This design comes from an exercise in tuning for small area and a short achievable clock period on the open sky130 flow, not from production work. Only the layout flow was run in this run; the RTL was not checked for function there. Power figures rest on the tool's default switching activity, not on a simulated workload.

===== flow/constraint.sdc =====
create_clock -name core_clock -period 4.0 [get_ports {clk}]
set_input_delay 0.8000 -clock core_clock [delete_from_list [all_inputs] [get_ports {clk}]]
set_output_delay 0.8000 -clock core_clock [all_outputs]
set_load 0.01 [all_outputs]

===== flow/config.mk =====
export PLATFORM = sky130hd
export DESIGN_NAME = bcnn_pipeline
export DESIGN_NICKNAME = bcnn_pipeline
export VERILOG_FILES = /design/flow/design.v
export SDC_FILE = /design/flow/constraint.sdc
export NUM_CORES = 4
export LEC_CHECK = 0
export CAP_MARGIN = 20
export CORE_MARGIN = 2
export CORE_UTILIZATION = 40
export SLEW_MARGIN = 20

===== flow/design.v =====
`timescale 1ns / 1ps
module bcnn_pipeline (
    input  wire       clk,
    input  wire       reset,
    input  wire       pixel_in,
    input  wire       valid_in,
    input  wire [8:0] weight_bits1,
    input  wire [8:0] weight_bits2,
    input  wire [3:0] threshold1,
    input  wire [3:0] threshold2,
    output reg        pixel_out,
    output reg        valid_out
);
    reg [4:0] col, row;
    always @(posedge clk) begin
        if (reset) begin
            col <= 5'd0;
            row <= 5'd0;
        end else if (valid_in) begin
            if (col == 5'd27) begin
                col <= 5'd0;
                row <= (row == 5'd27) ? 5'd0 : row + 5'd1;
            end else begin
                col <= col + 5'd1;
            end
        end
    end
    function [2:0] clamp_e;
        input [3:0] th;
        input [1:0] k;
        reg   [3:0] v;
        begin
            v = th - {2'b0, k};
            clamp_e = (th < {2'b0, k}) ? 3'd0 : (v > 4'd7) ? 3'd7 : v[2:0];
        end
    endfunction
    function [2:0] clamp_d;
        input [2:0] e;
        input [1:0] k;
        reg   [2:0] v;
        begin
            v = e - {1'b0, k};
            clamp_d = (e < {1'b0, k}) ? 3'd0 : (v > 3'd4) ? 3'd4 : v;
        end
    endfunction
    function [2:0] next_e;
        input [3:0] th;
        input [2:0] g;
        next_e = g[2] ? clamp_e(th, 2'd3) : g[1] ? clamp_e(th, 2'd2) :
                 g[0] ? clamp_e(th, 2'd1) : clamp_e(th, 2'd0);
    endfunction
    function [2:0] next_d;
        input [2:0] e;
        input [2:0] g;
        next_d = g[2] ? clamp_d(e, 2'd3) : g[1] ? clamp_d(e, 2'd2) :
                 g[0] ? clamp_d(e, 2'd1) : clamp_d(e, 2'd0);
    endfunction
    function act;
        input [2:0] d;
        input [2:0] g;
        act = (d == 3'd0) | ((d == 3'd1) & g[0]) | ((d == 3'd2) & g[1]) | ((d == 3'd3) & g[2]);
    endfunction
    function [2:0] therm;
        input [2:0] q;
        therm = {&q, (q[0] & q[1]) | (q[0] & q[2]) | (q[1] & q[2]), |q};
    endfunction
    reg  [51:0] lb1;                  
    wire        x1 = pixel_in;        
    wire        m1 = lb1[25];         
    wire        t1 = lb1[51];         
    wire [2:0] q10 = {~(t1 ^ weight_bits1[8]), ~(m1 ^ weight_bits1[5]), ~(x1 ^ weight_bits1[2])};
    wire [2:0] q11 = {~(t1 ^ weight_bits1[7]), ~(m1 ^ weight_bits1[4]), ~(x1 ^ weight_bits1[1])};
    wire [2:0] q12 = {~(t1 ^ weight_bits1[6]), ~(m1 ^ weight_bits1[3]), ~(x1 ^ weight_bits1[0])};
    reg  [2:0] e1, d1;
    wire [2:0] e1_nx = next_e(threshold1, therm(q10));
    wire [2:0] d1_nx = next_d(e1, therm(q11));
    reg        a1_r;                  
    wire       a1 = act(d1, therm(q12));
    always @(posedge clk) begin
        if (valid_in) begin
            if (col <= 5'd25)
                lb1 <= {lb1[50:0], x1};
            e1   <= e1_nx;
            d1   <= d1_nx;
            a1_r <= a1;
        end
    end
    reg        left1;                 
    reg [11:0] pl1;                   
    reg        p1_r;                  
    wire       pair1    = left1 | a1_r;
    wire       pair1_ev = ~col[0] && col >= 5'd4 && col <= 5'd26;
    wire       p1_ev    = pair1_ev && row[0] && row >= 5'd3 && row <= 5'd25;
    always @(posedge clk) begin
        if (valid_in) begin
            if (col[0])
                left1 <= a1_r;
            if (pair1_ev)
                pl1 <= {pl1[10:0], pair1};
            if (p1_ev)
                p1_r <= pair1 | pl1[11];
        end
    end
    wire       l2_ev = row[0] && row >= 5'd3 && row <= 5'd25 && col[0] && col >= 5'd5;
    reg [23:0] lb2;                   
    wire       x2 = p1_r;
    wire       m2 = lb2[11];
    wire       t2 = lb2[23];
    wire [2:0] q20 = {~(t2 ^ weight_bits2[8]), ~(m2 ^ weight_bits2[5]), ~(x2 ^ weight_bits2[2])};
    wire [2:0] q21 = {~(t2 ^ weight_bits2[7]), ~(m2 ^ weight_bits2[4]), ~(x2 ^ weight_bits2[1])};
    wire [2:0] q22 = {~(t2 ^ weight_bits2[6]), ~(m2 ^ weight_bits2[3]), ~(x2 ^ weight_bits2[0])};
    reg  [2:0] e2, d2;
    wire [2:0] e2_nx = next_e(threshold2, therm(q20));
    wire [2:0] d2_nx = next_d(e2, therm(q21));
    wire       a2 = act(d2, therm(q22));
    reg        left2;
    reg  [4:0] pl2;
    wire       pair2    = left2 | a2;
    wire       left2_ev = l2_ev && col[1:0] == 2'b01;
    wire       pair2_ev = l2_ev && col[1:0] == 2'b11 && col >= 5'd11;
    wire       out_ev   = pair2_ev && row[1:0] == 2'b01 && row >= 5'd9;
    always @(posedge clk) begin
        if (l2_ev && valid_in) begin
            lb2 <= {lb2[22:0], x2};
            e2  <= e2_nx;
            d2  <= d2_nx;
        end
        if (left2_ev && valid_in)
            left2 <= a2;
        if (pair2_ev && valid_in)
            pl2 <= {pl2[3:0], pair2};
        pixel_out <= pair2 | pl2[4];
    end
    always @(posedge clk) begin
        if (reset)
            valid_out <= 1'b0;
        else
            valid_out <= valid_in && out_ev;
    end
endmodule

===== flow/run.sh =====
#!/bin/bash
# synth_recipe.tcl (not shown) runs the flow's synth.tcl, then flattens the netlist and writes it again
# the make line also repeats each setting of config.mk as NAME=value (left out here)
make -C /OpenROAD-flow-scripts/flow DESIGN_CONFIG=/design/flow/config.mk WORK_HOME=/design/flow/orfs CLKGATE_MAP_FILE= SYNTH_SCRIPT=/design/flow/synth_recipe.tcl finish

==> flow_summary.ini <==
[logic_synthesis]
ys_seq_area_share_pct = 62.6
synth_area_leaders = edfxtp_1 58%, ha_1 7.8%, dfxtp_1 4.3%
yosys-top-cells-count = 109 x edfxtp_1, 35 x ha_1, 31 x nor2_1
synth_area_per_cell_um2 = 13.1
synth_seq_cells = 121
syn_inst = 429
async_flop_share_pct = 0
synthMostInstantiatedCell = edfxtp_1
synth_nets = 494
synthFlopType = edfxtp_1
yosysWarnings = 1
syn_area_mm2 = 0.00562
synth_top_area_share_pct = 58.3
synth_edf_count = 109
synth.distinct_cells = 60
synth_top_cell_by_area = edfxtp_1

[global_routing]
met2_usage_pct = 18.9
grt.met3_usage_pct = 3.44
top_usage_layer = met2
grtUsageTotal_pct = 12.8
antenna_found_initial = 0
grt_remaining_overflow = 0
grt_first_pass_wirelength_um = 14800
first_global_vias = 3113
grt_max_degree = 53
grt_use_met1_pct = 18.0

[setup_path]
r2r_slack_ns = 1.82
arrival_ns = 2.91
crit_type = input port to register
cp-start-kind = input port
reg2reg_depth = 6
path_max_fanout = 9
r2r_start = e1[2]
reg2reg_to = d1[2]
setup.worst_path.end_class = register
required_ns = 4.15

[floorplan]
rows = 43
core-area_mm2 = 0.0138
initial_core_util_pct = 40.8
die_x_um = 122
design.die.area_mm2 = 0.0150
io_pins = 32
dieHeight_um = 122

[layout]
drive_gt1_share_pct = 9.92
antenna_cells = 0
fin_util_pct = 49.4
final_nets = 536
fin_area_mm2 = 0.00681
area_growth_pct = 21.2
fillers = 1214
fin_cells = 664

[clock_network]
cts_max_path_buffers = 2
htreeDepth = 4
cts_tree = done
cts_buffers = 17
numClockSinks = 121
ctsHoldBuffers = 0
cts-root-buf = clkbuf_16
worstSkewPairLatency_ns = 0.40
cts-resized-gates = 0
cts_setup_buffers = 0
clk_pin_slew_ns = 0.06

[sta]
setup_viol = 0
fin_crit_sh_pct = 69.1
fmax_mhz = 362
slew_headroom_pct = 41.1
slew_violations = 0
fin_crit_ns = 2.76
rsz0062_at_grt = no
setup-tns-final_ns = 0
skew_ns = 0.0131
tightest_slew_ns = 0.871
hold_violations = 0

[worst_hold_path]
min_path_cells = 0
hold_end = lb2[21]
min_from = lb2[20]
hp-class = register to register

[placed_design]
dp_hpwl_um = 6080
dp.cells = 632
io_buffer_count = 31
place_area_mm2 = 0.00616
gp_congestion = 0.888

[status]
status = finished clean

[routing]
vias = 3410
drt_iter0_drc = 288
routed_wl_um = 9280
vias_per_cell = 5.14
wl_per_cell_um = 14.0
drt_pre_antenna_iters = 6
route.detailed.drc = 0
ant_nets = 0

[power_and_ir_drop]
powerDensity_mw_per_mm2 = 489
vdd_drop_max_mv = 0.332
p_leak_nw = 2.44

[flow_run]
drv_cap = 0
## report_power, final
group	switching (mW)	total, mW	internal, mW	leakage [nW]
Sequential	0.0247	1.45	1.42	1.12
Clock	0.536	1.65	1.11	0.315
Combinational	0.129	0.239	0.109	1.01
## worst max-delay path, stage by stage
cell	delay, ns
clkdlybuf4s50_1	0.57
inv_1	0.19
ha_1	0.24
a21boi_0	0.44
xnor2_1	0.21
a221oi_1	0.13
nor3b_1	0.23
o22ai_1	0.11
## routing by layer
layer,up-vias,share of wire (%)
met5,-,0
met4,0,0.93
met3,9,3.5
met2,75,45
met1,1626,50
li1,1700,-
## sequential cells by signal (all words and copies together), names as in the netlist
name       cells
valid_out      1
e1             3
col            5
d1             3
lb1           52
pl2            5
a1_r           1
lb2           24
left1          1
e2             3
pixel_out      1
d2             3
row            5
pl1           12
left2          1
p1_r           1
## how the worst max path moves through the flow
stage                        from     to  depth (start not counted)
floorplan                valid_in  left2                          4
global placement    threshold2[2]  e2[1]                          8
detailed placement  threshold1[2]  e1[1]                          8
CTS                 threshold1[2]  e1[1]                          8
global route        threshold2[2]  e2[1]                          8
finish              threshold1[2]  e1[1]                          8
## cells in the final DEF (no fill, tap or decap), types with 3 or more instances in the layout
master	Yosys	routed
a21oi_1	22	22
a22oi_1	4	4
a31oi_1	6	6
and3_1	3	3
bufinv_16	0	5
clkbuf_16	0	17
clkdlybuf4s50_1	0	31
clkinv_4	0	4
dfxtp_1	12	12
edfxtp_1	109	109
ha_1	35	35
inv_1	24	24
maj3_1	5	5
nand2_1	16	16
nand2b_1	9	9
nand3_1	13	13
nor2_1	31	31
nor2b_1	4	4
nor3_1	11	11
nor3b_1	8	8
o21ai_0	18	18
o311ai_0	3	3
o32ai_1	5	5
or2_2	4	4
xnor2_1	13	13
xor2_1	16	16
## cells by family after synthesis
group	after synthesis	synth area share, %
flip-flops	121	62.6
AND/OR/NAND/NOR	114	10.9
AO/OA/AOI/OAI	88	10.6
adder cells (fa/ha/maj)	41	8.89
buffers and inverters	35	2.38
XOR/XNOR	29	4.52
multiplexers	1	0.201
## metrics by stage
stage | power (mW) | hold slack [ns] | worst slack, ns
final | 3.33 | 0.415 | 1.24
after detailed placement | 1.71 | 0.405 | 0.846
after floorplan | 1.63 | 0.400 | 0.552
after global routing | 3.45 | 0.420 | 1.01
after CTS | 3.36 | 0.415 | 1.28
after global placement | 1.70 | 0.402 | 0.933
## final cells by class
type	instances	area [um^2]	area share (%)
flip-flops and latches	121	3510	51.6
inverters	24	90.1	1.32
repair buffers	34	345	5.07
multi-input cells	273	1980	29.1
clock inverters	14	220	3.23
clock buffers	18	429	6.30
well taps	180	225	3.31

[static timing again, ports no longer ideal]
No port has a modelled driver above. Below, the same layout with a new extraction and two added sets of constraints.
Step 1 assumes that a clkbuf_16 drives the clock port and a buf_2 every other input.
Step 2 moves the port delays by t, midway between the first and last clock arrival at a register: inputs arrive t later, outputs are due t later. That takes back most of the time a late clock gives input paths.
a / b / c = ideal / step 1 / step 2; a / b = the first two.
t (ns): 0.433
setup WS [ns]: 1.237 / 1.252 / 0.819
worst hold slack (ns): 0.415 / 0.415 / 0.415
latest minus earliest clock arrival (ns): 0.014 / 0.014
After both steps setup and hold are still met in this run. For this run, drivers alone change the setup slack by +0.015 ns; drivers and shift together by -0.418 ns.
